What follows belongs to an exercise in optimizing a design on an open flow for small area and a short achievable clock period; a production flow would make more cautious choices. RTL that was checked went through simulation tests only; none was proved equivalent to the original. For runs 2 to 7, only the layout was checked, not whether the RTL still works. Power is estimated from default activity; no workload was simulated.

## flow/design.v (module list and top-level ports; edited modules follow where they fit)
// module SIMD: 858 lines
// module SIMD_fa: 4 lines
// module SIMD_ha: 4 lines
module SIMD(clk,rst,opcode,funct3,funct7,rd_data1,rd_data2,rd_data3,w_add,immed,instrc_add,wr_add,wr_data);
  // ...
==> flow/flow/run.sh <==
#!/bin/bash
set -e
export BUFFER_PORTS_ARGS="-buffer_cell sky130_fd_sc_hd__buf_1"
bash standard.sh > standard.log 2>&1
==> flow/standard.sh <==
#!/bin/bash
# synth_recipe.tcl (not shown) runs the flow's synth.tcl, then flattens the netlist and writes it again
# the make line also repeats each setting of config.mk as NAME=value (left out here)
make -C /OpenROAD-flow-scripts/flow DESIGN_CONFIG=/design/flow/config.mk WORK_HOME=/design/flow/orfs CLKGATE_MAP_FILE= SYNTH_SCRIPT=/design/flow/synth_recipe.tcl "${@:-finish}"
==> flow/config.mk <==
export PLATFORM = sky130hd
export DESIGN_NAME = SIMD
export DESIGN_NICKNAME = SIMD
export VERILOG_FILES = /design/flow/design.v
export SDC_FILE = /design/flow/constraint.sdc
export NUM_CORES = 4
export LEC_CHECK = 0
export CAP_MARGIN = 20
export CORE_MARGIN = 2
export CORE_UTILIZATION = 60
export SETUP_SLACK_MARGIN = 4
export SLEW_MARGIN = 20
export SYNTH_HIERARCHICAL = 1
export SYNTH_MINIMUM_KEEP_SIZE = 0
==> flow/constraint.sdc <==
create_clock -name core_clock -period 10.6 [get_ports {clk}]
set_input_delay 2.1200 -clock core_clock [delete_from_list [all_inputs] [get_ports {clk}]]
set_output_delay 2.1200 -clock core_clock [all_outputs]
set_load 0.01 [all_outputs]
==> metrics.md, run 1 <==
| Metric | Value |
|---|---|
| Status | complete, no violations |
| FP Rows | 53 |
| Initial core utilization | 0.613 |
| Clk power | 0.337 mW |
| H-tree depth | 3 |
| Largest net degree at the start of global routing | 56 |
| XOR/XNOR Fraction of Synth Area | 0.0626 |
| Clk buf depth | 2 |
| Multi-input combinational area share | 0.767 |
| Worst vdd ir | 0.0746 mV |
| Post-synth top area cell | fa_1 |
| PnR Total Power | 1.70 mW |
| CP max stage delay | 0.49 ns |
| Reg area | 1600 um2 |
| Comb power frac | 0.548 |
| Seq. pwr | 0.430 mW |
| Clock transition at the registers of the reported paths | 0.08 ns |
| Setup TNS | 0 ns |
| Final Hold Slack | 0.483 ns |
| Met2 Wirelength | 20,500 um |
| #MultiIn Comb | 1,108 |
| Mapped Cells | 1,325 |
| Top cells by count, synth | fa_1 (252), nor2_1 (154), ha_1 (84) |
| DP Area | 13,600 um2 |
| Most common cell after layout, fill and taps aside | fa_1 |
| Remaining DRCs | 0 |
| GRT busiest layer | met2 |
==> run 2, diff against run 1 <==
--- a/flow/design.v
+++ b/flow/design.v
@@ -31,18 +31,18 @@
 wire op_not = alu & (funct7 == 7'b0110000);
 wire lov = op_add | op_sub | op_mul | op_madd;    
 wire hiv = op_mulh | op_maddh;                    
 wire [15:0] imm = {{4{immed[10]}}, immed};
 wire [3:0] k = imm[3:0];
 wire shz = |imm[15:4];                            
 wire k0 = (k == 4'd0);
 wire lg = op_and | op_or | op_xor | op_not;
-wire sel_lo16 = lg | (m16 & lov) | shl | (shr & k0);
-wire sel_hi16 = (m16 & hiv) | (shr & ~k0);
+wire sel_lo16 = lg | (m16 & lov) | (shl & ~shz) | (shr & k0 & ~shz);
+wire sel_hi16 = (m16 & hiv) | (shr & ~k0 & ~shz);
 wire ar = opcode[3];                   
 wire bmul = opcode[6] | funct7[6];     
 wire blog = funct7[4] | funct7[3];     
 wire addsub = ar & ~bmul & ~blog;
 wire sub = addsub & funct7[5];
 wire sgn = ar & ~opcode[6] & funct7[6] & funct7[1];    
 wire s4 = sgn & funct3[2];
 wire s8 = sgn & funct3[1];
@@ -53,18 +53,18 @@
 wire i_4_8_16 = s4 | s8 | s16;
 wire i_8 = s8;
 wire i_8_16 = s8 | s16;
 wire u0 = sub;
 wire u8 = sub & funct3[2];
 wire u16 = sub & ~funct3[0];
 wire [15:0] a = rd_data1;
 wire [15:0] kd = 16'h0001 << k;
-wire shsel_l = ~ar & ~shz & ~(opcode[6] & opcode[5]);
-wire shsel_r = ~ar & ~shz & opcode[6] & opcode[5];
+wire shsel_l = ~ar & ~(opcode[6] & opcode[5]);
+wire shsel_r = ~ar & opcode[6] & opcode[5];
 wire [15:0] bsh = ({16{shsel_l}} & kd) | ({16{shsel_r}} & {kd[1], kd[2], kd[3], kd[4], kd[5], kd[6], kd[7], kd[8], kd[9], kd[10], kd[11], kd[12], kd[13], kd[14], kd[15], kd[0]});
 wire [15:0] lane1 = {3'b000, funct3[2], 3'b000, ~funct3[0], 3'b000, funct3[2], 4'b0001};
 wire [15:0] b = ({16{ar & bmul}} & rd_data2) | ({16{addsub}} & lane1) | bsh;
 wire [15:0] b8 = b & {16{~funct3[2] | ~ar}};
 wire [15:0] b16 = b & {16{funct3[0] | ~ar}};
 wire [15:0] csrc = ({16{ar & opcode[6]}} & rd_data3) | ({16{addsub}} & (rd_data2 ^ {16{funct7[5]}}));
 wire [31:0] cc = {4'h0,
                   csrc[15:12] & {4{funct3[2]}},
==> flow/run.sh (new file) <==
#!/bin/bash
# synth_recipe.tcl (not shown) runs the flow's synth.tcl, then flattens the netlist and writes it again
# the make line also repeats each setting of config.mk as NAME=value (left out here)
make -C /OpenROAD-flow-scripts/flow DESIGN_CONFIG=/design/flow/config.mk WORK_HOME=/design/flow/orfs CLKGATE_MAP_FILE= SYNTH_SCRIPT=/design/flow/synth_recipe.tcl finish
removed: flow/flow/run.sh
removed: flow/standard.sh
==> run 2 against run 1 <==
Still clean. Synthesized area is 1.2% higher. Worst setup slack better by 0.0073 ns. Register-to-register slack hardly changed. Utilization is 3.2 points higher. Fmax is 0.11% higher. Power is 13% higher. Cell count hardly changed. Highest routed layer is now met5.
==> metrics.md, run 2 <==
| Metric | Value |
|---|---|
| Total gr overflow | 0 (unchanged) |
| Worst Path Max Fanout | 9 (was 11) |
| Clock transition at the registers of the reported paths | 0.06 ns (was 0.08 ns) |
| DR WL/cell | 27.8 um (was 26.4 um) |
| Clock power frac | 0.191 (was 0.199) |
| Clock tree root driver cell | clkbuf_16 (unchanged) |
| Post-Route WL | 47,600 um (was 45,100 um) |
| YS warnings | 7 (unchanged) |
| Ys async rst share | 0 (unchanged) |
| Mapped Cells | 1,346 (was 1,325) |
| Initial core utilization | 0.616 (was 0.613) |
| Die Y | 151 um (was 150 um) |
| PnR Total Power | 1.92 mW (was 1.70 mW) |
| Fin cells | 1,709 (was 1,708) |
| Die ar. | 22,900 um2 (was 22,600 um2) |
| Layout Skew | 0.00526 ns (was 0.000553 ns) |
| CP Class | input pin to flip-flop (unchanged) |
| Fin nets | 1,847 (unchanged) |
| IO buf count | 109 (unchanged) |
| Final GP Congestion | 1.02 (was 0.948) |
| # IOs | 112 (unchanged) |
| FP Rows | 53 (unchanged) |
| DP Cell Count | 1,665 (was 1,672) |
| Tmin final | 6.55 ns (about the same) |
| NetSw | 0.871 mW (was 0.773 mW) |
| CTS buffer count | 9 (unchanged) |
| FF-to-FF setup slack | 9.55 ns (was 9.56 ns) |
| Worst r2r path cells | 4 (unchanged) |
| Remaining DRCs | 0 (unchanged) |
| Worst-margin pin slew | 1.05 ns (was 0.892 ns) |
| Die Wd | 151 um (was 150 um) |
| All-layer global routing usage | 0.429 (was 0.410) |
| Fmax | 0.153 GHz (about the same) |
| Static Leak | 7.25 nW (was 6.74 nW) |
| Mean number of vias per cell | 6.58 (was 6.44) |
| Vias | 11,300 (was 11,000) |
| CTS tree | done (unchanged) |
| Status | complete, no violations (unchanged) |
| Register area share after synthesis | 0.123 (was 0.124) |
| CP Launch Point | rd_data2[8] (was immed[8]) |
| Worst EP arrival | 6.75 ns (was 6.79 ns) |
| Biggest regs | rx x32, ry x32, rsel x6 (unchanged) |
| Slew HR | 0.293 (was 0.405) |
| Critical path launch point type | input pin (unchanged) |
| Worst hold path class | flip-flop to flip-flop (unchanged) |
| Max Cap Violations | 0 (unchanged) |
| Area share of the largest cell type after synthesis | 0.387 (was 0.392) |
| Reg2reg start | pc[0]$_SDFF_PN0_ (unchanged) |
| Most common cell after layout, fill and taps aside | fa_1 (unchanged) |
| Distinct cells, synth | 66 (was 79) |
| Initial DRC count | 1,473 (was 1,216) |
| Most frequent cell after synthesis | fa_1 (unchanged) |
| Final Hold Viols | 0 (unchanged) |
| Number of synthesized flops with an enable pin | 0 (unchanged) |
| Mean Syn Cell Area | 9.68 um2 (was 9.72 um2) |
| Clk buf depth | 2 (unchanged) |
| Area grow syn2layout | 15.6% (was 11.1%) |
| Internal | 1.05 mW (was 0.927 mW) |
| Comb power frac | 0.586 (was 0.548) |
| Fin. max-slew vios | 0 (unchanged) |
| Clock Sinks | 80 (unchanged) |
| Hold Path End | pc[0]$_SDFF_PN0_ (unchanged) |
| Dpl hpwl | 35,400 um (was 34,200 um) |
| Endpoints failing setup | 0 (unchanged) |
| Worst setup margin | 4.05 ns (about the same) |
| Router iterations before antenna repair | 6 (unchanged) |
| Worst slack, placed | 2.51 ns (was 3.12 ns) |
| RSZ-0062 raised after global routing | yes (unchanged) |
| Top cells by area, synth | fa_1 (39%), dfxtp_1 (12%), ha_1 (8.1%) (was fa_1 (39%), dfxtp_1 (12%), ha_1 (8.2%)) |
| Post-synth top area cell | fa_1 (unchanged) |
| First-pass GRT wire length | 70,600 um (was 66,200 um) |
| Top cells by count, synth | fa_1 (252), and3_1 (104), nand2_1 (93) (was fa_1 (252), nor2_1 (154), ha_1 (84)) |
| CTS Hold Bufs | 0 (unchanged) |
| Main flop type after synthesis | dfxtp_1 (unchanged) |
| Worst setup EP type | flip-flop (unchanged) |
| Sw Share | 0.453 (was 0.455) |
| Detail Route Antenna Nets | 0 (unchanged) |
| Startpoint of the lowest-slack hold path | pc[0]$_SDFF_PN0_ (unchanged) |
| Share of layout cells above drive strength 1 | 0.0978 (was 0.0936) |
| Worst EP required | 10.80 ns (was 10.84 ns) |
| Sequential share of power | 0.224 (was 0.253) |
| Largest net degree at the start of global routing | 61 (was 56) |
| Core ar. | 21,200 um2 (was 21,000 um2) |
| Worst R2R End | pc[4]$_SDFF_PN0_ (unchanged) |
| Worst vdd ir | 0.0910 mV (was 0.0746 mV) |
| Cell Pwr Density | 128 nW/um2 (was 119 nW/um2) |
| Setup TNS | 0 ns (unchanged) |
| Seq cells post-synth | 80 (unchanged) |
| Most frequent cells in the layout | fa_1 (250), and3_1 (104), clkdlybuf4s50_1 (87), nand2_1 (86), ha_1 (84) (was fa_1 (250), nor2_1 (153), buf_1 (104), ha_1 (84), dfxtp_1 (80)) |
| Vias in the first global route | 11,500 (was 10,900) |
| Worst Hold Depth | 1 (unchanged) |
| Post-Syn Area | 13,000 um2 (was 12,900 um2) |
| Tcrit/Tclk final | 0.618 (about the same) |
| Clk Latency, worst-skew pair | 0.34 ns (was 0.36 ns) |
| Initial antenna violation count | 1 (unchanged) |
| H-tree depth | 3 (unchanged) |
## run 2: changes by cell type after synthesis, moves of 12 or more
cell      previous run  this run
a22o_1              15         3
and3_1              47       104
clkbuf_1            47        76
nand2_1             71        93
nand3_1             15        33
nor2_1             154        69
nor3_1              63        43
o22ai_1             14         2
xnor2_1             53        71
xor2_1              39        21
## run 2: per-layer routing
| layer | up-vias | global-route usage | part of all wire |
|---|---|---|---|
| li1 | 4656 | - | - |
| met1 | 5515 | 0.560 | 0.37 |
| met2 | 881 | 0.642 | 0.43 |
| met3 | 198 | 0.149 | 0.15 |
| met4 | 2 | 0.204 | 0.056 |
| met5 | - | 0 | 0.00025 |
## run 2: cell families (layout without fill, tap and decap cells)
logic type,count (synthesis),count (layout),share of synthesized area
flops,80,80,0.123
xor+xnor,92,92,0.0618
compound gates,186,187,0.0977
fa+ha+maj,336,336,0.468
buf+inv,168,248,0.0514
simple gates,483,483,0.198
other cells,1,8,0.000288
## run 2: critical path, stage by stage
cell             delay [ns]
clkdlybuf4s50_1        0.66
a22oi_1                0.31
o21ai_2                0.09
buf_6                  0.17
buf_4                  0.19
and3_1                 0.21
fa_1                   0.44
fa_1                   0.46
fa_1                   0.52
fa_1                   0.57
fa_1                   0.43
ha_1                   0.23
a221oi_1               0.24
o21ai_1                0.11
## run 2: worst max-delay path by stage
| stage | endpoint | slack, ns | cells after the start |
|---|---|---|---|
| after detailed placement | ry[20]$_DFF_P_ | 2.51 | 13 |
| after floorplan | ry[20]$_DFF_P_ | 4.01 | 16 |
| after CTS | ry[20]$_DFF_P_ | 3.95 | 14 |
| after global placement | ry[20]$_DFF_P_ | 2.64 | 13 |
| after global routing | ry[20]$_DFF_P_ | 3.94 | 15 |
| final | rx[14]$_DFF_P_ | 4.05 | 14 |
## run 2: power groups by stage
stage	clock, mW	sequential, mW	combinational (mW)
4_1_cts	0.366	0.430	1.08
3_3_place_gp	0	0.433	1.02
2_1_floorplan	0	0.419	0.664
5_1_grt	0.379	0.437	1.21
3_5_place_dp	0	0.436	1.05
6_report	0.366	0.430	1.13
## run 2: layout make-up
cell class / instances / area [um2]
Multi-Input combinational cell: 1104 / 11000
Fill cell: 1639 / 6090
Sequential cell: 80 / 1600
Timing Repair Buffer: 158 / 1460
Tap cell: 275 / 344
Inverter: 74 / 289
Clock buffer: 9 / 225
Clock inverter: 7 / 108
Antenna cell: 2 / 5.00
## run 2: repair_timing
item                                    CTS  global route
hold endpoints to repair                  0             0
buffers inserted                         15            10
cloned                                    1             0
endpoints found under the setup margin   43            29
resized for setup                        64            43
pin swaps                                 4             5
## run 2: per-module statistics from Yosys, one instance, submodules excluded
module / cell area [um2] / cells / flip-flops and latches / times used
SIMD_ha: 12.5 / 1 / 0 / 21
SIMD: 8010 / 1087 / 80 / 1
SIMD_fa: 20.0 / 1 / 0 / 238
## run 2: through the flow
stage          instance area, um2  utilization  hold slack (ns)
6_report                    15100        0.712            0.479
5_1_grt                     15100        0.712            0.499
4_1_cts                     14900        0.706            0.481
3_5_place_dp                14300        0.677            0.464
3_3_place_gp                14300        0.677            0.451
2_1_floorplan               13100            -            0.476
==> run 3, diff against run 2 <==
==> flow/flow/run.sh (new file) <==
#!/bin/bash
# The standard layout, with one change: the port buffers that placement
# inserts start as buf_1 instead of the default delay buffer (the resizer
# still sizes them as timing needs). Synthesis is the standard one, unchanged.
set -e
bash standard.sh synth > synth.log 2>&1
export BUFFER_PORTS_ARGS="-buffer_cell sky130_fd_sc_hd__buf_1"
bash standard.sh > layout.log 2>&1
==> flow/standard.sh (new file) <==
#!/bin/bash
# synth_recipe.tcl (not shown) runs the flow's synth.tcl, then flattens the netlist and writes it again
# the make line also repeats each setting of config.mk as NAME=value (left out here)
make -C /OpenROAD-flow-scripts/flow DESIGN_CONFIG=/design/flow/config.mk WORK_HOME=/design/flow/orfs CLKGATE_MAP_FILE= SYNTH_SCRIPT=/design/flow/synth_recipe.tcl "${@:-finish}"
removed: flow/run.sh
==> run 3 against run 2 <==
Still clean. Count of clock-buffer cells in the layout stayed put. Fmax hardly changed. Non-clock buffer count is 4 lower. Via count is 2.1% lower. Sequential share of layout area is 0.52 points higher. Largest cell class unchanged. Routed wire length is 3.5% lower. Critical path type unchanged. Design area is 4.7% lower. Worst setup slack better by 0.0022 ns. First-iteration DRC count is 15% lower.
==> metrics.md, run 3 <==
| Metric | Value |
|---|---|
| Status | complete, no violations (unchanged) |
| Worst setup EP type | flip-flop (unchanged) |
| DP Area | 13,700 um2 (was 14,300 um2) |
| Layout Skew | 0.00739 ns (was 0.00526 ns) |
| Top cells by count, synth | fa_1 (252), and3_1 (104), nand2_1 (93) (unchanged) |
| Largest net degree at the start of global routing | 63 (was 61) |
| YS warnings | 7 (unchanged) |
| CTS buffer count | 9 (unchanged) |
| Worst Path Max Fanout | 62 (was 9) |
| DP Cell Count | 1,665 (unchanged) |
| Initial core utilization | 0.616 (unchanged) |
| Detail Route Antenna Nets | 0 (unchanged) |
| Mapped Cells | 1,346 (unchanged) |
| Worst slack, placed | 3.08 ns (was 2.51 ns) |
| Adder-Cell Fraction of Synth Area | 0.468 (unchanged) |
| Die ar. | 22,900 um2 (unchanged) |
| Most frequent cell after synthesis | fa_1 (unchanged) |
| Clock transition at the registers of the reported paths | 0.07 ns (was 0.06 ns) |
| Met3 usage | 0.136 (was 0.149) |
| Core ar. | 21,200 um2 (unchanged) |
| # IOs | 112 (unchanged) |
| Worst hold path class | flip-flop to flip-flop (unchanged) |
| First-pass GRT wire length | 68,600 um (was 70,600 um) |
| Vias in the first global route | 11,200 (was 11,500) |
| Router iterations before antenna repair | 6 (unchanged) |
| CP Class | input pin to flip-flop (unchanged) |
| Post-Syn Area | 13,000 um2 (unchanged) |
| Worst-margin pin slew | 1.10 ns (was 1.05 ns) |
| Vias | 11,000 (was 11,300) |
| Initial DRC count | 1,258 (was 1,473) |
| Distinct cells, synth | 66 (unchanged) |
| Post-synth top area cell | fa_1 (unchanged) |
| Post-Route WL | 45,900 um (was 47,600 um) |
| Register area share after synthesis | 0.123 (unchanged) |
| Setup TNS | 0 ns (unchanged) |
| Initial antenna violation count | 0 (was 1) |
| Multiplexer share of the synthesized area | 0 (unchanged) |
| Dpl hpwl | 34,700 um (was 35,400 um) |
| Main flop type after synthesis | dfxtp_1 (unchanged) |
| Fmax | 0.153 GHz (about the same) |
| Seq cells post-synth | 80 (unchanged) |
| Global Route met1 Usage | 0.567 (was 0.560) |
| Compound-cell area share of the yosys netlist | 0.0977 (unchanged) |
| GRT busiest layer | met2 (unchanged) |
| Most frequent cells in the layout | fa_1 (246), and3_1 (103), buf_1 (101), nand2_1 (89), ha_1 (84) (was fa_1 (250), and3_1 (104), clkdlybuf4s50_1 (87), nand2_1 (86), ha_1 (84)) |
| CP bufs+invs | 4 (was 3) |
| H-tree depth | 3 (unchanged) |
| Max stage delay cell, worst path | fa_1 (was clkdlybuf4s50_1) |
| Cell Pwr Density | 125 nW/um2 (was 128 nW/um2) |
| Fillers | 1,696 (was 1,639) |
| Ant. Diodes | 0 (was 2) |
| Worst vdd ir | 0.0875 mV (was 0.0910 mV) |
| Fin. max-slew vios | 0 (unchanged) |
| CTS Hold Bufs | 0 (unchanged) |
| Clock tree root driver cell | clkbuf_16 (unchanged) |
| Critical path launch point type | input pin (unchanged) |
| GR Util met2 | 0.607 (was 0.642) |
| IO buf count | 109 (unchanged) |
| Clock Sinks | 80 (unchanged) |
| Number of synthesized flops with an enable pin | 0 (unchanged) |
| Clk buf depth | 2 (unchanged) |
| Crit path cell chain | buf_1 -> buf_6 -> clkinvlp_4 -> nand2_8 -> buf_8 -> and2_2 -> nand2_1 -> xnor2_1 -> fa_1 -> fa_1 -> fa_1 -> fa_1 -> fa_1 -> fa_1 -> nor2b_1 (was clkdlybuf4s50_1 -> a22oi_1 -> o21ai_2 -> buf_6 -> buf_4 -> and3_1 -> fa_1 -> fa_1 -> fa_1 -> fa_1 -> fa_1 -> ha_1 -> a221oi_1 -> o21ai_1) |
| XOR/XNOR Fraction of Synth Area | 0.0618 (unchanged) |
| CTS tree | done (unchanged) |
| Tcrit/Tclk final | 0.617 (was 0.618) |
| Design Area, Final | 14,400 um2 (was 15,100 um2) |
| Area share of the largest cell type after synthesis | 0.387 (unchanged) |
| Delay-heaviest family, CP | adder cells (unchanged) |
| Remaining DRCs | 0 (unchanged) |
| Top cells by area, synth | fa_1 (39%), dfxtp_1 (12%), ha_1 (8.1%) (unchanged) |
| Largest family of logic cells by synthesized area | adder cells (unchanged) |
| Mean Syn Cell Area | 9.68 um2 (unchanged) |
| Endpoints failing setup | 0 (unchanged) |
| Area grow syn2layout | 10.1% (was 15.6%) |
| Tmin final | 6.55 ns (about the same) |
| Biggest regs | rx x32, ry x32, rsel x6 (unchanged) |
| Die Y | 151 um (unchanged) |
| Most used cell, CP | fa_1 (unchanged) |
| Share of layout cells above drive strength 1 | 0.0953 (was 0.0978) |
| Fin nets | 1,842 (was 1,847) |
| RSZ-0062 raised after global routing | yes (unchanged) |
| Static Leak | 6.84 nW (was 7.25 nW) |
| Final GP Congestion | 0.977 (was 1.02) |
| Max Cap Violations | 0 (unchanged) |
| Clk Latency, worst-skew pair | 0.34 ns (about the same) |
| Ys async rst share | 0 (unchanged) |
| Worst EP required | 10.82 ns (was 10.80 ns) |
| Total gr overflow | 0 (unchanged) |
| Most common cell after layout, fill and taps aside | fa_1 (unchanged) |
| Fin util | 0.679 (was 0.712) |
| Post-synthesis simple-gate area fraction | 0.198 (unchanged) |
| DR WL/cell | 27.0 um (was 27.8 um) |
| Die Wd | 151 um (unchanged) |
| Worst setup margin | 4.05 ns (about the same) |
| All-layer global routing usage | 0.420 (was 0.429) |
| Fin cells | 1,702 (was 1,709) |
| Slew HR | 0.268 (was 0.293) |
| Worst EP arrival | 6.77 ns (was 6.75 ns) |
| CP max stage delay | 0.48 ns (was 0.66 ns) |
| FP Rows | 53 (unchanged) |
| Mean number of vias per cell | 6.47 (was 6.58) |
| Final Hold Viols | 0 (unchanged) |
==> run 3: worst paths after layout <==
check                                      start               end  slack (ns)  cells after the start
worst max-delay path                   funct3[0]    rx[24]$_DFF_P_        4.05                     15
worst min-delay path            pc[0]$_SDFF_PN0_  pc[0]$_SDFF_PN0_        0.48                      1
worst max register to register  pc[0]$_SDFF_PN0_  pc[4]$_SDFF_PN0_        9.55                      4
worst min register to register  pc[0]$_SDFF_PN0_  pc[0]$_SDFF_PN0_        0.48                      1
==> run 3: layout make-up <==
| cell class | count | area (um2) | share of cell area |
|---|---|---|---|
| clock buffers | 9 | 225 | 0.0157 |
| well taps | 275 | 344 | 0.0240 |
| inverters | 74 | 285 | 0.0199 |
| flip-flops and latches | 80 | 1600 | 0.112 |
| repair buffers | 154 | 798 | 0.0556 |
| clock inverters | 7 | 80.1 | 0.00558 |
| multi-input cells | 1103 | 11000 | 0.768 |
==> run 3: per-module statistics from Yosys, one instance, submodules excluded <==
module | copies in the design | cells | flops+latches | area [um2]
SIMD | 1 | 1087 | 80 | 8010
SIMD_ha | 21 | 1 | 0 | 12.5
SIMD_fa | 238 | 1 | 0 | 20.0
==> run 3: through the flow <==
| step | hold slack (ns) | power [mW] |
|---|---|---|
| after floorplan | 0.476 | 1.08 |
| after global placement | 0.452 | 1.41 |
| after detailed placement | 0.462 | 1.43 |
| after CTS | 0.481 | 1.77 |
| after global routing | 0.495 | 1.93 |
| final | 0.484 | 1.80 |
==> run 3: where the power goes <==
group | total, mW | switching (mW) | internal, mW
registers | 0.431 | 0.0458 | 0.385
clock network | 0.318 | 0.134 | 0.185
logic | 1.05 | 0.630 | 0.420
total | 1.80 | 0.810 | 0.989
==> run 3: what timing repair did <==
item	CTS	global route
hold endpoints to repair	0	0
pin swaps	2	2
gates resized for setup	33	32
setup buffers	12	8
setup endpoints to repair	30	19
==> run 3: logic make-up after synthesis <==
kind of cell	after synthesis
AOI/OAI and AO/OA	186
xor gates and xnor gates	92
buffers and inverters	168
DFF	80
other	1
adders and majority gates	336
and+or+nand+nor	483
==> run 3: worst reg2reg max path, cell delays in order, from the launching register on <==
cell and delay, ns:
dfxtp_1 0.38, ha_1 0.20, nand3_1 0.09, xnor2_1 0.13, and2_1 0.14
==> run 3: layer usage <==
layer	up-vias	wire, um
li1	4639	-
met1	5412	17600
met5	-	0
met2	805	19300
met3	161	6420
met4	0	2600
==> run 4, diff against run 3 <==
--- a/flow/flow/run.sh
+++ b/flow/flow/run.sh
@@ -6,3 +6,4 @@
 bash standard.sh synth > synth.log 2>&1
 export BUFFER_PORTS_ARGS="-buffer_cell sky130_fd_sc_hd__buf_1"
+export RECOVER_POWER=100
 bash standard.sh > layout.log 2>&1
==> run 4 against run 3 <==
Combinational power about the same. Worst hold slack about the same. The layout now fails its checks (max-capacitance violations, max-slew violations). Count of clock-buffer cells in the layout unchanged. Register-to-register slack about the same. Via count increased by 0.28%. Design area decreased by 0.28%. Sequential share of layout area about the same.
==> metrics.md, run 4 <==
| Metric | Value |
|---|---|
| Initial DRC count | 1,234 (was 1,258) |
| Ys async rst share | 0 (unchanged) |
| Most frequent cells in the layout | fa_1 (249), and3_1 (103), buf_1 (100), nand2_1 (89), ha_1 (84) (was fa_1 (246), and3_1 (103), buf_1 (101), nand2_1 (89), ha_1 (84)) |
| IO buf count | 109 (unchanged) |
| Clk buf depth | 2 (unchanged) |
| Most used cell, CP | fa_1 (unchanged) |
| Vias in the first global route | 11,200 (unchanged) |
| Detail Route Antenna Nets | 0 (unchanged) |
| Tcrit/Tclk final | 0.770 (was 0.617) |
| Worst Path Max Fanout | 54 (was 62) |
| Tmin final | 8.17 ns (was 6.55 ns) |
| Max Cap Violations | 2 (was 0) |
| # IOs | 112 (unchanged) |
| Crit path cell chain | clkbuf_2 -> clkbuf_1 -> xnor2_1 -> o21ai_0 -> and2_0 -> fa_1 -> fa_2 -> fa_1 -> fa_1 -> fa_1 -> ha_1 -> a221oi_1 -> o21ai_0 (was buf_1 -> buf_6 -> clkinvlp_4 -> nand2_8 -> buf_8 -> and2_2 -> nand2_1 -> xnor2_1 -> fa_1 -> fa_1 -> fa_1 -> fa_1 -> fa_1 -> fa_1 -> nor2b_1) |
| Status | failed layout checks (was complete, no violations) |
| Fmax | 0.122 GHz (was 0.153 GHz) |
| First-pass GRT wire length | 68,600 um (unchanged) |
| Post-Syn Area | 13,000 um2 (unchanged) |
| Sequential share of power | 0.240 (was 0.239) |
| Slew HR | -0.861 (was 0.268) |
| NetSw | 0.805 mW (was 0.810 mW) |
| Sw Share | 0.450 (about the same) |
| RSZ-0062 raised after global routing | yes (unchanged) |
| Clock transition at the registers of the reported paths | 0.07 ns (about the same) |
| Fin cells | 1,704 (was 1,702) |
| Area share of the largest cell type after synthesis | 0.387 (unchanged) |
| Clock power frac | 0.178 (was 0.177) |
| Top cells by count, synth | fa_1 (252), and3_1 (104), nand2_1 (93) (unchanged) |
| Critical path launch point type | input pin (unchanged) |
| All-layer global routing usage | 0.420 (unchanged) |
| Initial core utilization | 0.616 (unchanged) |
| Register area share after synthesis | 0.123 (unchanged) |
| Area grow syn2layout | 9.83% (was 10.1%) |
| Remaining DRCs | 0 (unchanged) |
| Number of synthesized flops with an enable pin | 0 (unchanged) |
| Layout Skew | 0.00687 ns (was 0.00739 ns) |
| Largest net degree at the start of global routing | 63 (unchanged) |
| Post-Route WL | 45,900 um (about the same) |
| Post-synth top area cell | fa_1 (unchanged) |
| Die Y | 151 um (unchanged) |
| Most common cell after layout, fill and taps aside | fa_1 (unchanged) |
| Clock tree root driver cell | clkbuf_16 (unchanged) |
| Total gr overflow | 0 (unchanged) |
| Router iterations before antenna repair | 6 (unchanged) |
| Mean number of vias per cell | 6.48 (was 6.47) |
| Top cells by area, synth | fa_1 (39%), dfxtp_1 (12%), ha_1 (8.1%) (unchanged) |
| Delay-heaviest family, CP | adder cells (unchanged) |
| CTS buffer count | 9 (unchanged) |
| Endpoints failing setup | 0 (unchanged) |
| FP Rows | 53 (unchanged) |
| Final GP Congestion | 0.977 (unchanged) |
| Share of layout cells above drive strength 1 | 0.0890 (was 0.0953) |
| Violated checks | max-capacitance violations, max-slew violations |
| DR WL/cell | 26.9 um (was 27.0 um) |
| Worst hold path class | flip-flop to flip-flop (unchanged) |
| CP max stage delay | 1.97 ns (was 0.48 ns) |
| Max stage delay cell, worst path | clkbuf_1 (was fa_1) |
| Static Leak | 6.82 nW (was 6.84 nW) |
| Setup TNS | 0 ns (unchanged) |
| Core ar. | 21,200 um2 (unchanged) |
| Worst setup EP type | flip-flop (unchanged) |
| Most frequent cell after synthesis | fa_1 (unchanged) |
| CTS tree | done (unchanged) |
| Mapped Cells | 1,346 (unchanged) |
| Die ar. | 22,900 um2 (unchanged) |
| Clock Sinks | 80 (unchanged) |
| Seq cells post-synth | 80 (unchanged) |
| Internal | 0.986 mW (was 0.989 mW) |
| Worst EP arrival | 8.35 ns (was 6.77 ns) |
| Worst EP required | 10.79 ns (was 10.82 ns) |
| Biggest regs | rx x32, ry x32, rsel x6 (unchanged) |
| Cell Pwr Density | 125 nW/um2 (about the same) |
| Die Wd | 151 um (unchanged) |
| Fin. max-slew vios | 55 (was 0) |
| Main flop type after synthesis | dfxtp_1 (unchanged) |
| Dpl hpwl | 34,700 um (unchanged) |
| H-tree depth | 3 (unchanged) |
| Distinct cells, synth | 66 (unchanged) |
| CP bufs+invs | 2 (was 4) |
| CP Class | input pin to flip-flop (unchanged) |
| Worst-margin pin slew | 2.79 ns (was 1.10 ns) |
| Comb power frac | 0.581 (was 0.583) |
| Mean Syn Cell Area | 9.68 um2 (unchanged) |
| Final Hold Viols | 0 (unchanged) |
| Initial antenna violation count | 0 (unchanged) |
| Clk Latency, worst-skew pair | 0.34 ns (about the same) |
| Vias | 11,000 (about the same) |
| Fin nets | 1,842 (unchanged) |
| YS warnings | 7 (unchanged) |
| DP Cell Count | 1,665 (unchanged) |
| Worst vdd ir | 0.0865 mV (was 0.0875 mV) |
run 4: final timing paths:
kind	slack [ns]	endpoint	start	cells past startpoint
worst max register to register	9.54	pc[4]$_SDFF_PN0_	pc[0]$_SDFF_PN0_	4
worst min-delay path	0.48	pc[0]$_SDFF_PN0_	pc[0]$_SDFF_PN0_	1
worst max-delay path	2.43	rx[15]$_DFF_P_	funct7[5]	13
worst min register to register	0.48	pc[0]$_SDFF_PN0_	pc[0]$_SDFF_PN0_	1
run 4: power by group through the flow:
stage | Combinational [mW] | Clock (mW) | Sequential [mW]
2_1_floorplan | 0.664 | 0 | 0.419
3_3_place_gp | 0.974 | 0 | 0.435
3_5_place_dp | 0.996 | 0 | 0.436
4_1_cts | 1.01 | 0.323 | 0.430
5_1_grt | 1.15 | 0.335 | 0.437
6_report | 1.04 | 0.319 | 0.431
run 4: cell type report:
class | instances | area [um2]
diodes | 2 | 5.00
clock buffers | 9 | 225
clock inverters | 7 | 80.1
fillers | 1706 | 6840
inverters | 74 | 283
multi-input cells | 1103 | 11000
flip-flops and latches | 80 | 1600
well taps | 275 | 344
repair buffers | 154 | 795
run 4: repair_timing:
| action | 4_1_cts | 5_1_grt |
|---|---|---|
| gates resized for setup | 33 | 32 |
| endpoints found under the setup margin | 30 | 19 |
| hold endpoints to repair | 0 | 0 |
| setup buffers | 12 | 8 |
| hold buffers | 0 | 0 |
| pin swaps | 2 | 2 |
run 4: cells by family (layout without fill, tap and decap cells):
group           Yosys count  count (layout)  synth area share
compound gates          186             186            0.0977
other cells               1               8          0.000288
flops                    80              80             0.123
xor+xnor                 92              92            0.0618
buf+inv                 168             244            0.0514
fa+ha+maj               336             336             0.468
simple gates            483             483             0.198
run 4: per-stage QoR:
| stage | power [mW] | instance area [um2] | hold WS, ns | setup slack, ns | util |
|---|---|---|---|---|---|
| 2_1_floorplan | 1.08 | 13100 | 0.476 | 4.01 | - |
| 3_3_place_gp | 1.41 | 13700 | 0.452 | 3.15 | 0.645 |
| 3_5_place_dp | 1.43 | 13700 | 0.462 | 3.08 | 0.645 |
| 4_1_cts | 1.77 | 14200 | 0.481 | 4.02 | 0.670 |
| 5_1_grt | 1.92 | 14300 | 0.495 | 2.22 | 0.676 |
| 6_report | 1.79 | 14300 | 0.484 | 2.43 | 0.677 |
run 4: modules after synthesis (local to each module, per instance):
| module | flops+latches | cell area, um2 | times used |
|---|---|---|---|
| SIMD_ha | 0 | 12.5 | 21 |
| SIMD | 80 | 8010 | 1 |
| SIMD_fa | 0 | 20.0 | 238 |
run 4: metal layers:
metal / share of wire / GRT usage
met1: 0.38 / 0.567
met2: 0.42 / 0.607
met3: 0.14 / 0.136
met4: 0.056 / 0.214
met5: 0 / 0
==> run 5, diff against run 4 <==
--- a/flow/flow/run.sh
+++ b/flow/flow/run.sh
@@ -6,4 +6,3 @@
 bash standard.sh synth > synth.log 2>&1
 export BUFFER_PORTS_ARGS="-buffer_cell sky130_fd_sc_hd__buf_1"
-export RECOVER_POWER=100
 bash standard.sh > layout.log 2>&1
--- a/flow/config.mk
+++ b/flow/config.mk
@@ -9,5 +9,5 @@
 export CORE_MARGIN = 2
 export CORE_UTILIZATION = 60
-export SETUP_SLACK_MARGIN = 4
+export SETUP_SLACK_MARGIN = 5
 export SLEW_MARGIN = 20
 export SYNTH_HIERARCHICAL = 1
==> run 5 against run 4 <==
Now clean on timing, DRC and antenna. Worst hold slack worse by 0.011 ns. Count of clock-buffer cells in the layout unchanged. Clock skew down 0.0059 ns. Sequential share of layout area down 1.5 points. Clock power up 3%. Design area up 15%. Fmax up 32%. Largest power group unchanged. Highest routed layer unchanged.
==> metrics.md, run 5 <==
| Metric | Value |
|---|---|
| Status | complete, no violations (was failed layout checks) |
| Fin util | 0.781 (was 0.677) |
| Distinct cells, synth | 66 (unchanged) |
| First-pass GRT wire length | 71,600 um (was 68,600 um) |
| Clock tree root driver cell | clkbuf_16 (unchanged) |
| Clock Sinks | 80 (unchanged) |
| Ys async rst share | 0 (unchanged) |
| Area grow syn2layout | 26.8% (was 9.83%) |
| Mapped Cells | 1,346 (unchanged) |
| Post-Syn Area | 13,000 um2 (unchanged) |
| Most frequent cell after synthesis | fa_1 (unchanged) |
| Biggest regs | rx x32, ry x32, rsel x6 (unchanged) |
| Core ar. | 21,200 um2 (unchanged) |
| Initial DRC count | 1,510 (was 1,234) |
| Dpl hpwl | 33,800 um (was 34,700 um) |
| Fin. max-slew vios | 0 (was 55) |
| Layout Skew | 0.000941 ns (was 0.00687 ns) |
| Delay-heaviest family, CP | adder cells (unchanged) |
| Initial core utilization | 0.616 (unchanged) |
| Worst EP required | 10.82 ns (was 10.79 ns) |
| Crit path cell chain | buf_12 -> nor2b_4 -> nor4b_4 -> buf_4 -> buf_8 -> a221oi_4 -> buf_6 -> buf_16 -> nor3_4 -> fa_1 -> fa_2 -> fa_1 -> fa_2 -> fa_1 -> fa_2 -> fa_1 (was clkbuf_2 -> clkbuf_1 -> xnor2_1 -> o21ai_0 -> and2_0 -> fa_1 -> fa_2 -> fa_1 -> fa_1 -> fa_1 -> ha_1 -> a221oi_1 -> o21ai_0) |
| YS warnings | 7 (unchanged) |
| Post-Route WL | 48,900 um (was 45,900 um) |
| Clock transition at the registers of the reported paths | 0.07 ns (about the same) |
| Die Y | 151 um (unchanged) |
| RSZ-0062 raised after global routing | yes (unchanged) |
| Area share of the largest cell type after synthesis | 0.387 (unchanged) |
| Tmin final | 6.20 ns (was 8.17 ns) |
| Worst setup EP type | flip-flop (unchanged) |
| Endpoints failing setup | 0 (unchanged) |
| H-tree depth | 3 (unchanged) |
| Setup TNS | 0 ns (unchanged) |
| Most frequent cells in the layout | fa_1 (141), fa_2 (111), and3_1 (87) (was fa_1 (249), and3_1 (103), buf_1 (100), nand2_1 (89), ha_1 (84)) |
| Main flop type after synthesis | dfxtp_1 (unchanged) |
| Clk Latency, worst-skew pair | 0.34 ns (about the same) |
| IO buf count | 109 (unchanged) |
| Die ar. | 22,900 um2 (unchanged) |
| Vias | 11,800 (was 11,000) |
| Worst vdd ir | 0.0875 mV (was 0.0865 mV) |
| Router iterations before antenna repair | 6 (unchanged) |
| Largest net degree at the start of global routing | 55 (was 63) |
| CTS buffer count | 9 (unchanged) |
| CTS tree | done (unchanged) |
| Vias in the first global route | 12,100 (was 11,200) |
| Top cells by count, synth | fa_1 (252), and3_1 (104), nand2_1 (93) (unchanged) |
| Most used cell, CP | fa_1 (unchanged) |
| Worst Path Max Fanout | 5 (was 54) |
| Clk buf depth | 2 (unchanged) |
| Critical path launch point type | input pin (unchanged) |
| Worst EP arrival | 6.43 ns (was 8.35 ns) |
| All-layer global routing usage | 0.436 (was 0.420) |
| Detail Route Antenna Nets | 0 (unchanged) |
| Fillers | 1,369 (was 1,706) |
| Max stage delay cell, worst path | fa_1 (was clkbuf_1) |
| PnR Total Power | 2.13 mW (was 1.79 mW) |
| Register area share after synthesis | 0.123 (unchanged) |
| Final Hold Viols | 0 (unchanged) |
| Seq cells post-synth | 80 (unchanged) |
| Remaining DRCs | 0 (unchanged) |
| Final GP Congestion | 1.00 (was 0.977) |
| Worst-margin pin slew | 0.963 ns (was 2.79 ns) |
| Share of layout cells above drive strength 1 | 0.304 (was 0.0890) |
| CP bufs+invs | 5 (was 2) |
| Static Leak | 7.38 nW (was 6.82 nW) |
| Number of synthesized flops with an enable pin | 0 (unchanged) |
| FP Rows | 53 (unchanged) |
| CP max stage delay | 0.49 ns (was 1.97 ns) |
| Max Cap Violations | 0 (was 2) |
| Total gr overflow | 0 (unchanged) |
| Post-synth top area cell | fa_1 (unchanged) |
| Die Wd | 151 um (unchanged) |
| Top cells by area, synth | fa_1 (39%), dfxtp_1 (12%), ha_1 (8.1%) (unchanged) |
| Fmax | 0.161 GHz (was 0.122 GHz) |
| Slew HR | 0.357 (was -0.861) |
| Cell Pwr Density | 129 nW/um2 (was 125 nW/um2) |
| DR WL/cell | 27.4 um (was 26.9 um) |
| # IOs | 112 (unchanged) |
| Mean number of vias per cell | 6.61 (was 6.48) |
| Most common cell after layout, fill and taps aside | fa_1 (unchanged) |
| Worst hold path class | flip-flop to flip-flop (unchanged) |
| CP Class | input pin to flip-flop (unchanged) |
| Initial antenna violation count | 1 (was 0) |
| Mean Syn Cell Area | 9.68 um2 (unchanged) |
| Fin nets | 1,925 (was 1,842) |
| Tcrit/Tclk final | 0.585 (was 0.770) |
run 5: kinds of logic (layout without fill, tap and decap cells):
| kind of cell | Yosys count | after routing | share of synthesized area |
|---|---|---|---|
| AND/OR/NAND/NOR | 483 | 484 | 0.198 |
| other | 1 | 7 | 0.000288 |
| adder cells (fa/ha/maj) | 336 | 336 | 0.468 |
| AO/OA/AOI/OAI | 186 | 187 | 0.0977 |
| XOR/XNOR | 92 | 92 | 0.0618 |
| flip-flops | 80 | 80 | 0.123 |
| buffers and inverters | 168 | 325 | 0.0514 |
run 5: layout make-up:
cell class                 count  area (um2)  share of cell area
sequential                    80        1600              0.0971
tap                          275         344              0.0208
inverter                      74         297              0.0179
multi-input combinational   1105       12200               0.737
timing repair buffer         234        1790               0.108
clock inverter                 7        85.1             0.00515
antenna                        1        2.50            0.000151
clock buffer                   9         225              0.0136
timing repair inverter         1        6.26            0.000379
run 5: timing repair:
action / CTS / global route
cloned: 7 / 1
hold buffers: 0 / 0
gates resized for setup: 224 / 89
pin swaps: 66 / 65
setup endpoints to repair: 66 / 58
buffers inserted: 80 / 13
run 5: Yosys stat by module (local to each module, per instance):
module,cells,flip-flops and latches
SIMD,1087,80
SIMD_ha,1,0
SIMD_fa,1,0
run 5: path summary, 6_finish.rpt:
kind / from / endpoint / slack, ns / depth (start not counted)
worst min-delay path: pc[0]$_SDFF_PN0_ / pc[0]$_SDFF_PN0_ / 0.47 / 1
worst max-delay path: opcode[3] / ry[20]$_DFF_P_ / 4.40 / 16
worst max register to register: pc[0]$_SDFF_PN0_ / pc[4]$_SDFF_PN0_ / 9.55 / 4
worst min register to register: pc[0]$_SDFF_PN0_ / pc[0]$_SDFF_PN0_ / 0.47 / 1
run 5: power breakdown:
part	internal, mW	switching (mW)	total [mW]
registers	0.385	0.0614	0.447
clock network	0.188	0.141	0.329
logic	0.605	0.752	1.36
run 5: per-stage QoR:
step / instances / area [um2] / hold slack (ns) / worst slack (ns)
2_1_floorplan: 1351 / 13700 / 0.476 / 4.21
5_1_grt: 1786 / 16500 / 0.494 / 4.34
3_3_place_gp: 1667 / 14100 / 0.449 / 2.85
3_5_place_dp: 1667 / 14100 / 0.464 / 2.71
6_report: 1786 / 16500 / 0.473 / 4.40
4_1_cts: 1770 / 16100 / 0.480 / 4.43
run 5: metal layers:
| layer | vias up | part of all wire | GRT usage |
|---|---|---|---|
| li1 | 4823 | - | - |
| met1 | 5767 | 0.35 | 0.534 |
| met2 | 949 | 0.43 | 0.646 |
| met3 | 268 | 0.14 | 0.163 |
| met4 | 0 | 0.075 | 0.285 |
| met5 | - | 0 | 0 |
==> run 6, diff against run 5 <==
==> flow/flow/run.sh (replaced) <==
#!/bin/bash
# The standard layout with two changes after synthesis (which is the
# standard one, unchanged): the port buffers that placement inserts start as
# buf_1 instead of the default delay buffer, and the resizer may swap a cell
# for one of another footprint.
set -e
bash standard.sh synth > synth.log 2>&1
export BUFFER_PORTS_ARGS="-buffer_cell sky130_fd_sc_hd__buf_1"
bash standard.sh MATCH_CELL_FOOTPRINT=0 finish > layout.log 2>&1
--- a/flow/config.mk
+++ b/flow/config.mk
@@ -9,5 +9,5 @@
 export CORE_MARGIN = 2
 export CORE_UTILIZATION = 60
-export SETUP_SLACK_MARGIN = 5
+export SETUP_SLACK_MARGIN = 4
 export SLEW_MARGIN = 20
 export SYNTH_HIERARCHICAL = 1
==> run 6 against run 5 <==
Via count is 6.4% lower. Clock skew is 0.0043 ns higher. Worst setup slack worse by 0.34 ns. First-iteration DRC count is 5.6% lower. Sequential share of layout area is 1.5 points higher. Register-to-register slack hardly changed. Non-clock buffer count is 81 lower. Synthesized area stayed put. Global-route usage is 2.2 points lower. Power is 14% lower.
==> metrics.md, run 6 <==
| Metric | Value |
|---|---|
| Status | complete, no violations (unchanged) |
| Setup TNS | 0 ns (unchanged) |
| Initial antenna violation count | 1 (unchanged) |
| Tcrit/Tclk final | 0.617 (was 0.585) |
| Area share of the largest cell type after synthesis | 0.387 (unchanged) |
| Fmax | 0.153 GHz (was 0.161 GHz) |
| Final GP Congestion | 1.02 (was 1.00) |
| Tmin final | 6.55 ns (was 6.20 ns) |
| Clock transition at the registers of the reported paths | 0.09 ns (was 0.07 ns) |
| Vias in the first global route | 11,300 (was 12,100) |
| Post-Route WL | 45,800 um (was 48,900 um) |
| Multi-input gate area | 11,000 um2 (was 12,200 um2) |
| Die Wd | 151 um (unchanged) |
| Biggest regs | rx x32, ry x32, rsel x6 (unchanged) |
| GRT busiest layer | met2 (unchanged) |
| Dpl hpwl | 34,300 um (was 33,800 um) |
| CTS Hold Bufs | 0 (unchanged) |
| CP max stage delay | 0.48 ns (was 0.49 ns) |
| Remaining DRCs | 0 (unchanged) |
| Total gr overflow | 0 (unchanged) |
| Most frequent cells in the layout | fa_1 (249), and3_1 (104), buf_1 (101), nand2_1 (90), ha_1 (84) (was fa_1 (141), fa_2 (111), and3_1 (87)) |
| Worst Path Max Fanout | 12 (was 5) |
| Ys async rst share | 0 (unchanged) |
| YS warnings | 7 (unchanged) |
| Worst slack, placed | 2.38 ns (was 2.71 ns) |
| H-tree depth | 3 (unchanged) |
| Detail Route Antenna Nets | 0 (unchanged) |
| Initial DRC count | 1,425 (was 1,510) |
| Endpoints failing setup | 0 (unchanged) |
| Slew HR | 0.205 (was 0.357) |
| First-pass GRT wire length | 67,900 um (was 71,600 um) |
| Fillers | 1,732 (was 1,369) |
| Share of layout cells above drive strength 1 | 0.0911 (was 0.304) |
| # IOs | 112 (unchanged) |
| Register area share after synthesis | 0.123 (unchanged) |
| Number of synthesized flops with an enable pin | 0 (unchanged) |
| Worst-margin pin slew | 1.19 ns (was 0.963 ns) |
| CTS tree | done (unchanged) |
| Worst setup EP type | flip-flop (unchanged) |
| DR WL/cell | 26.9 um (was 27.4 um) |
| Crit path cell chain | buf_4 -> nor2b_4 -> nor4b_4 -> clkinvlp_4 -> o21ai_2 -> buf_6 -> buf_4 -> and2_1 -> fa_1 -> fa_1 -> fa_1 -> fa_1 -> fa_1 -> fa_1 -> fa_1 (was buf_12 -> nor2b_4 -> nor4b_4 -> buf_4 -> buf_8 -> a221oi_4 -> buf_6 -> buf_16 -> nor3_4 -> fa_1 -> fa_2 -> fa_1 -> fa_2 -> fa_1 -> fa_2 -> fa_1) |
| Reg area | 1600 um2 (about the same) |
| Core ar. | 21,200 um2 (unchanged) |
| Met3 usage | 0.165 (was 0.163) |
| All-layer global routing usage | 0.414 (was 0.436) |
| Global Route met1 Usage | 0.539 (was 0.534) |
| Post-Syn Area | 13,000 um2 (unchanged) |
| Fin nets | 1,842 (was 1,925) |
| Seq cells post-synth | 80 (unchanged) |
| Distinct cells, synth | 66 (unchanged) |
| Initial core utilization | 0.616 (unchanged) |
| Vias | 11,100 (was 11,800) |
| Mean Syn Cell Area | 9.68 um2 (unchanged) |
| Final Hold Slack | 0.485 ns (was 0.473 ns) |
| PnR Total Power | 1.83 mW (was 2.13 mW) |
| Layout Skew | 0.00529 ns (was 0.000941 ns) |
| Worst hold path class | flip-flop to flip-flop (unchanged) |
| Cell Pwr Density | 128 nW/um2 (was 129 nW/um2) |
| RSZ-0062 raised after global routing | yes (unchanged) |
| Final Hold Viols | 0 (unchanged) |
| Largest net degree at the start of global routing | 86 (was 55) |
| Die ar. | 22,900 um2 (unchanged) |
| Router iterations before antenna repair | 6 (unchanged) |
| Most used cell, CP | fa_1 (unchanged) |
| Critical path launch point type | input pin (unchanged) |
| Clk buf depth | 2 (unchanged) |
| Worst vdd ir | 0.0752 mV (was 0.0875 mV) |
| CTS buffer count | 9 (unchanged) |
| Max stage delay cell, worst path | fa_1 (unchanged) |
| Clk Latency, worst-skew pair | 0.36 ns (was 0.34 ns) |
| Worst EP required | 10.84 ns (was 10.82 ns) |
| Worst EP arrival | 6.79 ns (was 6.43 ns) |
| Top cells by count, synth | fa_1 (252), and3_1 (104), nand2_1 (93) (unchanged) |
| Main flop type after synthesis | dfxtp_1 (unchanged) |
| Most frequent cell after synthesis | fa_1 (unchanged) |
| Clock Sinks | 80 (unchanged) |
| Clock tree root driver cell | clkbuf_16 (unchanged) |
| Fin. max-slew vios | 0 (unchanged) |
| FP Rows | 53 (unchanged) |
| Max Cap Violations | 0 (unchanged) |
| Die Y | 151 um (unchanged) |
| IO buf count | 109 (unchanged) |
| CP Class | input pin to flip-flop (unchanged) |
| Worst setup margin | 4.05 ns (was 4.40 ns) |
| Post-synth top area cell | fa_1 (unchanged) |
| Mean number of vias per cell | 6.48 (was 6.61) |
| Top cells by area, synth | fa_1 (39%), dfxtp_1 (12%), ha_1 (8.1%) (unchanged) |
| Static Leak | 6.84 nW (was 7.38 nW) |
| GR Util met2 | 0.599 (was 0.646) |
| Mapped Cells | 1,346 (unchanged) |
| Most common cell after layout, fill and taps aside | fa_1 (unchanged) |
| Area grow syn2layout | 10.1% (was 26.8%) |
==> run 6: cell counts after synthesis <==
Identical to the previous run, type by type.
==> run 6: path summary, 6_finish.rpt <==
check | startpoint | endpoint | slack (ns) | cells after the start
min reg2reg | pc[0]$_SDFF_PN0_ | pc[0]$_SDFF_PN0_ | 0.49 | 1
min | pc[0]$_SDFF_PN0_ | pc[0]$_SDFF_PN0_ | 0.49 | 1
max | opcode[3] | ry[20]$_DFF_P_ | 4.05 | 15
max reg2reg | pc[0]$_SDFF_PN0_ | pc[4]$_SDFF_PN0_ | 9.54 | 4
==> run 6: worst max-delay path, delay by kind of cell <==
kind / cells / cell delay (ns)
simple gates: 3 / 0.63
compound gates: 1 / 0.20
buf+inv: 4 / 0.78
fa+ha+maj: 7 / 3.07
==> run 6: final cells by class <==
class	instances	share of cell area
multi-input cells	1104	0.768
flip-flops and latches	80	0.112
repair buffers	153	0.0563
well taps	275	0.0240
inverters	74	0.0196
clock buffers	9	0.0157
clock inverters	7	0.00462
diodes	3	0.000523
==> run 6: per-module statistics from Yosys (local to each module, per instance) <==
module,area [um2],flip-flops and latches
SIMD,8010,80
SIMD_fa,20.0,0
SIMD_ha,12.5,0
==> run 6: cell families (layout without fill, tap and decap cells) <==
kind of cell,Yosys count,count (layout),synth area share
adder cells (fa/ha/maj),336,336,0.468
AO/OA/AOI/OAI,186,187,0.0977
XOR/XNOR,92,92,0.0618
other,1,9,0.000288
flip-flops,80,80,0.123
AND/OR/NAND/NOR,483,483,0.198
buffers and inverters,168,243,0.0514
==> run 6: repair_timing <==
item / CTS / global route
setup buffers: 7 / 12
hold endpoints to repair: 0 / 0
resized for setup: 21 / 44
gates cloned: 0 / 1
pin swaps: 1 / 5
setup endpoints to repair: 43 / 17
==> run 6: metal layers <==
layer | wire length, um | part of all wire
met3 | 6630 | 0.14
met4 | 2720 | 0.059
met5 | 0 | 0
met2 | 19400 | 0.42
met1 | 17000 | 0.37
==> run 6: stage by stage <==
stage          utilization  area [um2]  instances
6_report             0.678       14300       1705
5_1_grt              0.678       14300       1702
4_1_cts              0.667       14100       1689
3_5_place_dp         0.645       13700       1666
3_3_place_gp         0.645       13700       1666
2_1_floorplan            -       13100       1351
==> run 6: power by group <==
| part | total [mW] | internal [mW] | switching (mW) |
|---|---|---|---|
| clock network | 0.325 | 0.167 | 0.158 |
| registers | 0.432 | 0.385 | 0.0470 |
| logic | 1.07 | 0.422 | 0.653 |
| total | 1.83 | 0.973 | 0.858 |
==> run 7, diff against run 6 <==
--- a/flow/config.mk
+++ b/flow/config.mk
@@ -9,4 +9,5 @@
 export CORE_MARGIN = 2
 export CORE_UTILIZATION = 60
+export PLACE_DENSITY = 0.75
 export SETUP_SLACK_MARGIN = 4
 export SLEW_MARGIN = 20
==> run 7 against run 6 <==
Register-to-register slack about the same. Still clean on timing, DRC and antenna. Via count rose by 0.87%. Worst hold slack worse by 0.0022 ns.
==> metrics.md, run 7 <==
| Metric | Value |
|---|---|
| Main flop type after synthesis | dfxtp_1 (unchanged) |
| FP Rows | 53 (unchanged) |
| Vias in the first global route | 11,400 (was 11,300) |
| Slew HR | 0.247 (was 0.205) |
| Initial core utilization | 0.616 (unchanged) |
| Worst vdd ir | 0.0827 mV (was 0.0752 mV) |
| Post-Syn Area | 13,000 um2 (unchanged) |
| Clock transition at the registers of the reported paths | 0.06 ns (was 0.09 ns) |
| DR WL/cell | 25.6 um (was 26.9 um) |
| Setup TNS | 0 ns (unchanged) |
| Die Y | 151 um (unchanged) |
| Detail Route Antenna Nets | 0 (unchanged) |
| Clk Latency, worst-skew pair | 0.34 ns (was 0.36 ns) |
| Final Hold Viols | 0 (unchanged) |
| Sw Share | 0.441 (was 0.469) |
| Die Wd | 151 um (unchanged) |
| Mapped Cells | 1,346 (unchanged) |
| Clock Sinks | 80 (unchanged) |
| RSZ-0062 raised after global routing | yes (unchanged) |
| Fin. max-slew vios | 0 (unchanged) |
| CP Class | input pin to flip-flop (unchanged) |
| Die ar. | 22,900 um2 (unchanged) |
| Area share of the largest cell type after synthesis | 0.387 (unchanged) |
| Initial DRC count | 1,223 (was 1,425) |
| Comb power frac | 0.571 (was 0.587) |
| Router iterations before antenna repair | 5 (was 6) |
| CTS tree | done (unchanged) |
| Initial antenna violation count | 3 (was 1) |
| Clk buf depth | 2 (unchanged) |
| Vias | 11,100 (about the same) |
| Area grow syn2layout | 10.6% (was 10.1%) |
| Layout Skew | 0.00373 ns (was 0.00529 ns) |
| Most frequent cell after synthesis | fa_1 (unchanged) |
| YS warnings | 7 (unchanged) |
| Max Cap Violations | 0 (unchanged) |
| FF-to-FF setup slack | 9.53 ns (was 9.54 ns) |
| CTS buffer count | 9 (unchanged) |
| Biggest regs | rx x32, ry x32, rsel x6 (unchanged) |
| All-layer global routing usage | 0.399 (was 0.414) |
| Top cells by count, synth | fa_1 (252), and3_1 (104), nand2_1 (93) (unchanged) |
| Remaining DRCs | 0 (unchanged) |
| Distinct cells, synth | 66 (unchanged) |
| Clock tree root driver cell | clkbuf_16 (unchanged) |
| Most frequent cells in the layout | fa_1 (248), and3_1 (104), buf_1 (100), nand2_1 (89), ha_1 (84) (was fa_1 (249), and3_1 (104), buf_1 (101), nand2_1 (90), ha_1 (84)) |
| Post-synth top area cell | fa_1 (unchanged) |
| CP Launch Point | rd_data1[2] (was opcode[3]) |
| Share of layout cells above drive strength 1 | 0.0924 (was 0.0911) |
| Mean number of vias per cell | 6.53 (was 6.48) |
| Reg2reg start | pc[0]$_SDFF_PN0_ (unchanged) |
| Top cells by area, synth | fa_1 (39%), dfxtp_1 (12%), ha_1 (8.1%) (unchanged) |
| Internal | 1.01 mW (was 0.973 mW) |
| Reg area | 1600 um2 (unchanged) |
| Worst EP arrival | 6.78 ns (was 6.79 ns) |
| Core ar. | 21,200 um2 (unchanged) |
| Worst setup EP type | flip-flop (unchanged) |
| Cell Pwr Density | 125 nW/um2 (was 128 nW/um2) |
| Register area share after synthesis | 0.123 (unchanged) |
| Worst Path Max Fanout | 14 (was 12) |
| Multi-input gate area | 11,000 um2 (about the same) |
| H-tree depth | 3 (unchanged) |
| # IOs | 112 (unchanged) |
| PnR Total Power | 1.81 mW (was 1.83 mW) |
| Status | complete, no violations (unchanged) |
| Endpoints failing setup | 0 (unchanged) |
| Final GP Congestion | 0.998 (was 1.02) |
| First-pass GRT wire length | 66,400 um (was 67,900 um) |
| Tmin final | 6.56 ns (was 6.55 ns) |
| Mean Syn Cell Area | 9.68 um2 (unchanged) |
| Worst r2r path cells | 4 (unchanged) |
| Static Leak | 6.88 nW (was 6.84 nW) |
| Seq cells post-synth | 80 (unchanged) |
| Worst EP required | 10.82 ns (was 10.84 ns) |
| Total gr overflow | 0 (unchanged) |
| Number of synthesized flops with an enable pin | 0 (unchanged) |
| Fmax | 0.152 GHz (was 0.153 GHz) |
| Tcrit/Tclk final | 0.619 (was 0.617) |
| Worst-margin pin slew | 1.12 ns (was 1.19 ns) |
| Fillers | 1,671 (was 1,732) |
| Ys async rst share | 0 (unchanged) |
| Most common cell after layout, fill and taps aside | fa_1 (unchanged) |
| Fin nets | 1,844 (was 1,842) |
| Post-Route WL | 43,600 um (was 45,800 um) |
| IO buf count | 109 (unchanged) |
| Sequential share of power | 0.241 (was 0.236) |
| Worst R2R End | pc[4]$_SDFF_PN0_ (unchanged) |
| Worst hold path class | flip-flop to flip-flop (unchanged) |
| Critical path launch point type | input pin (unchanged) |
| Critical Path Sink | ry[20]$_DFF_P_ (unchanged) |
| Clock power frac | 0.189 (was 0.178) |
| Largest net degree at the start of global routing | 59 (was 86) |
| Dpl hpwl | 32,900 um (was 34,300 um) |
| NetSw | 0.798 mW (was 0.858 mW) |
[run 7: cell counts after synthesis]
Identical to the previous run, type by type.
[run 7: final cells by class]
type	count	area share
diodes	2	0.000347
inverters	74	0.0198
clock buffers	9	0.0156
multi-input cells	1103	0.763
well taps	275	0.0239
clock inverters	7	0.00738
repair buffers	156	0.0588
flip-flops and latches	80	0.111
[run 7: how the worst min path moves through the flow]
stage | startpoint | endpoint | slack [ns] | cells past startpoint
global placement | pc[0]$_SDFF_PN0_ | pc[0]$_SDFF_PN0_ | 0.46 | 1
floorplan | pc[0]$_SDFF_PN0_ | pc[0]$_SDFF_PN0_ | 0.48 | 1
detailed placement | pc[0]$_SDFF_PN0_ | pc[0]$_SDFF_PN0_ | 0.46 | 1
finish | pc[0]$_SDFF_PN0_ | pc[0]$_SDFF_PN0_ | 0.48 | 1
global route | pc[0]$_SDFF_PN0_ | pc[0]$_SDFF_PN0_ | 0.51 | 1
CTS | pc[0]$_SDFF_PN0_ | pc[0]$_SDFF_PN0_ | 0.48 | 1
[run 7: routing by layer]
| layer | track usage | vias to the layer above | share of wire |
|---|---|---|---|
| li1 | - | 4652 | - |
| met1 | 0.524 | 5451 | 0.37 |
| met2 | 0.582 | 844 | 0.42 |
| met3 | 0.154 | 195 | 0.15 |
| met4 | 0.189 | 4 | 0.055 |
| met5 | 0 | - | 0.00053 |
[run 7: modules after synthesis, one instance, submodules excluded]
module   area [um2]  flip-flops and latches  times used
SIMD           8010                      80           1
SIMD_ha        12.5                       0          21
SIMD_fa        20.0                       0         238
[run 7: critical path: stages]
cell and delay, ns:
buf_1 0.77, inv_1 0.44, nor3_1 0.39, fa_1 0.50, fa_1 0.44, fa_1 0.43
fa_1 0.42, fa_1 0.45, fa_1 0.39, fa_1 0.42
[run 7: kinds of logic (layout without fill, tap and decap cells)]
| group | Yosys count | count (layout) | synth area share |
|---|---|---|---|
| buffers and inverters | 168 | 246 | 0.0514 |
| xor gates and xnor gates | 92 | 92 | 0.0618 |
| AOI/OAI and AO/OA | 186 | 186 | 0.0977 |
| DFF | 80 | 80 | 0.123 |
| adders and majority gates | 336 | 336 | 0.468 |
| other | 1 | 8 | 0.000288 |
| and+or+nand+nor | 483 | 483 | 0.198 |
[run 7: what timing repair did]
item / in CTS / in global routing
hold buffers: 0 / 0
buffers inserted: 20 / 5
endpoints found under the setup margin: 35 / 24
gates cloned: 0 / 0
pin swaps: 4 / 3
resized for setup: 29 / 35
[run 7: power by group through the flow]
| stage | registers, mW | clock network, mW | logic, mW |
|---|---|---|---|
| global route | 0.441 | 0.357 | 1.12 |
| floorplan | 0.419 | 0 | 0.664 |
| global placement | 0.437 | 0 | 0.944 |
| finish | 0.435 | 0.341 | 1.03 |
| CTS | 0.434 | 0.346 | 0.993 |
| detailed placement | 0.440 | 0 | 0.967 |
[run 7: stage by stage]
| step | cells | setup slack (ns) | area, um2 | hold WS [ns] | util |
|---|---|---|---|---|---|
| floorplan | 1351 | 4.00 | 13100 | 0.476 | - |
| global placement | 1663 | 2.90 | 13600 | 0.458 | 0.644 |
| detailed placement | 1663 | 2.75 | 13600 | 0.460 | 0.644 |
| CTS | 1699 | 4.02 | 14200 | 0.475 | 0.673 |
| global route | 1704 | 3.96 | 14400 | 0.514 | 0.681 |
| finish | 1706 | 4.04 | 14400 | 0.483 | 0.682 |

## what the ideal ports hide
The flow's constraints put no driver on any port. The routed layouts listed below were extracted and timed again, unchanged, in two steps. Step 1 (the two cells are an assumption about what drives the block):
set clk [get_ports {clk}]
set_driving_cell -lib_cell sky130_fd_sc_hd__clkbuf_16 $clk
set_driving_cell -lib_cell sky130_fd_sc_hd__buf_2 [delete_from_list [all_inputs] $clk]
Step 2 moves the port delays by t, midway between the first and last clock arrival at a register: inputs arrive t later, outputs are due t later. That takes back most of the time a late clock gives input paths. Slacks: no drivers / after step 1 / after step 2; pairs: no drivers / after step 1.
run | t (ns) | setup WS [ns] | worst hold slack (ns)
run 1 | 0.404 | 4.045 / 4.076 / 3.672 | 0.483 / 0.483 / 0.483
run 2 | 0.394 | 4.053 / 4.064 / 3.670 | 0.479 / 0.479 / 0.479
run 3 | 0.393 | 4.055 / 4.078 / 3.685 | 0.484 / 0.484 / 0.484
run 4 | 0.392 | 2.434 / 2.466 / 2.074 | 0.484 / 0.484 / 0.484
run 5 | 0.391 | 4.397 / 4.354 / 3.963 | 0.473 / 0.473 / 0.473
run 6 | 0.397 | 4.055 / 4.073 / 3.676 | 0.485 / 0.485 / 0.485
run 7 | 0.386 | 4.040 / 4.059 / 3.674 | 0.483 / 0.483 / 0.483
The setup slack of run 5, which loses most, moves by -0.043 ns with the drivers and by -0.434 ns with both steps.
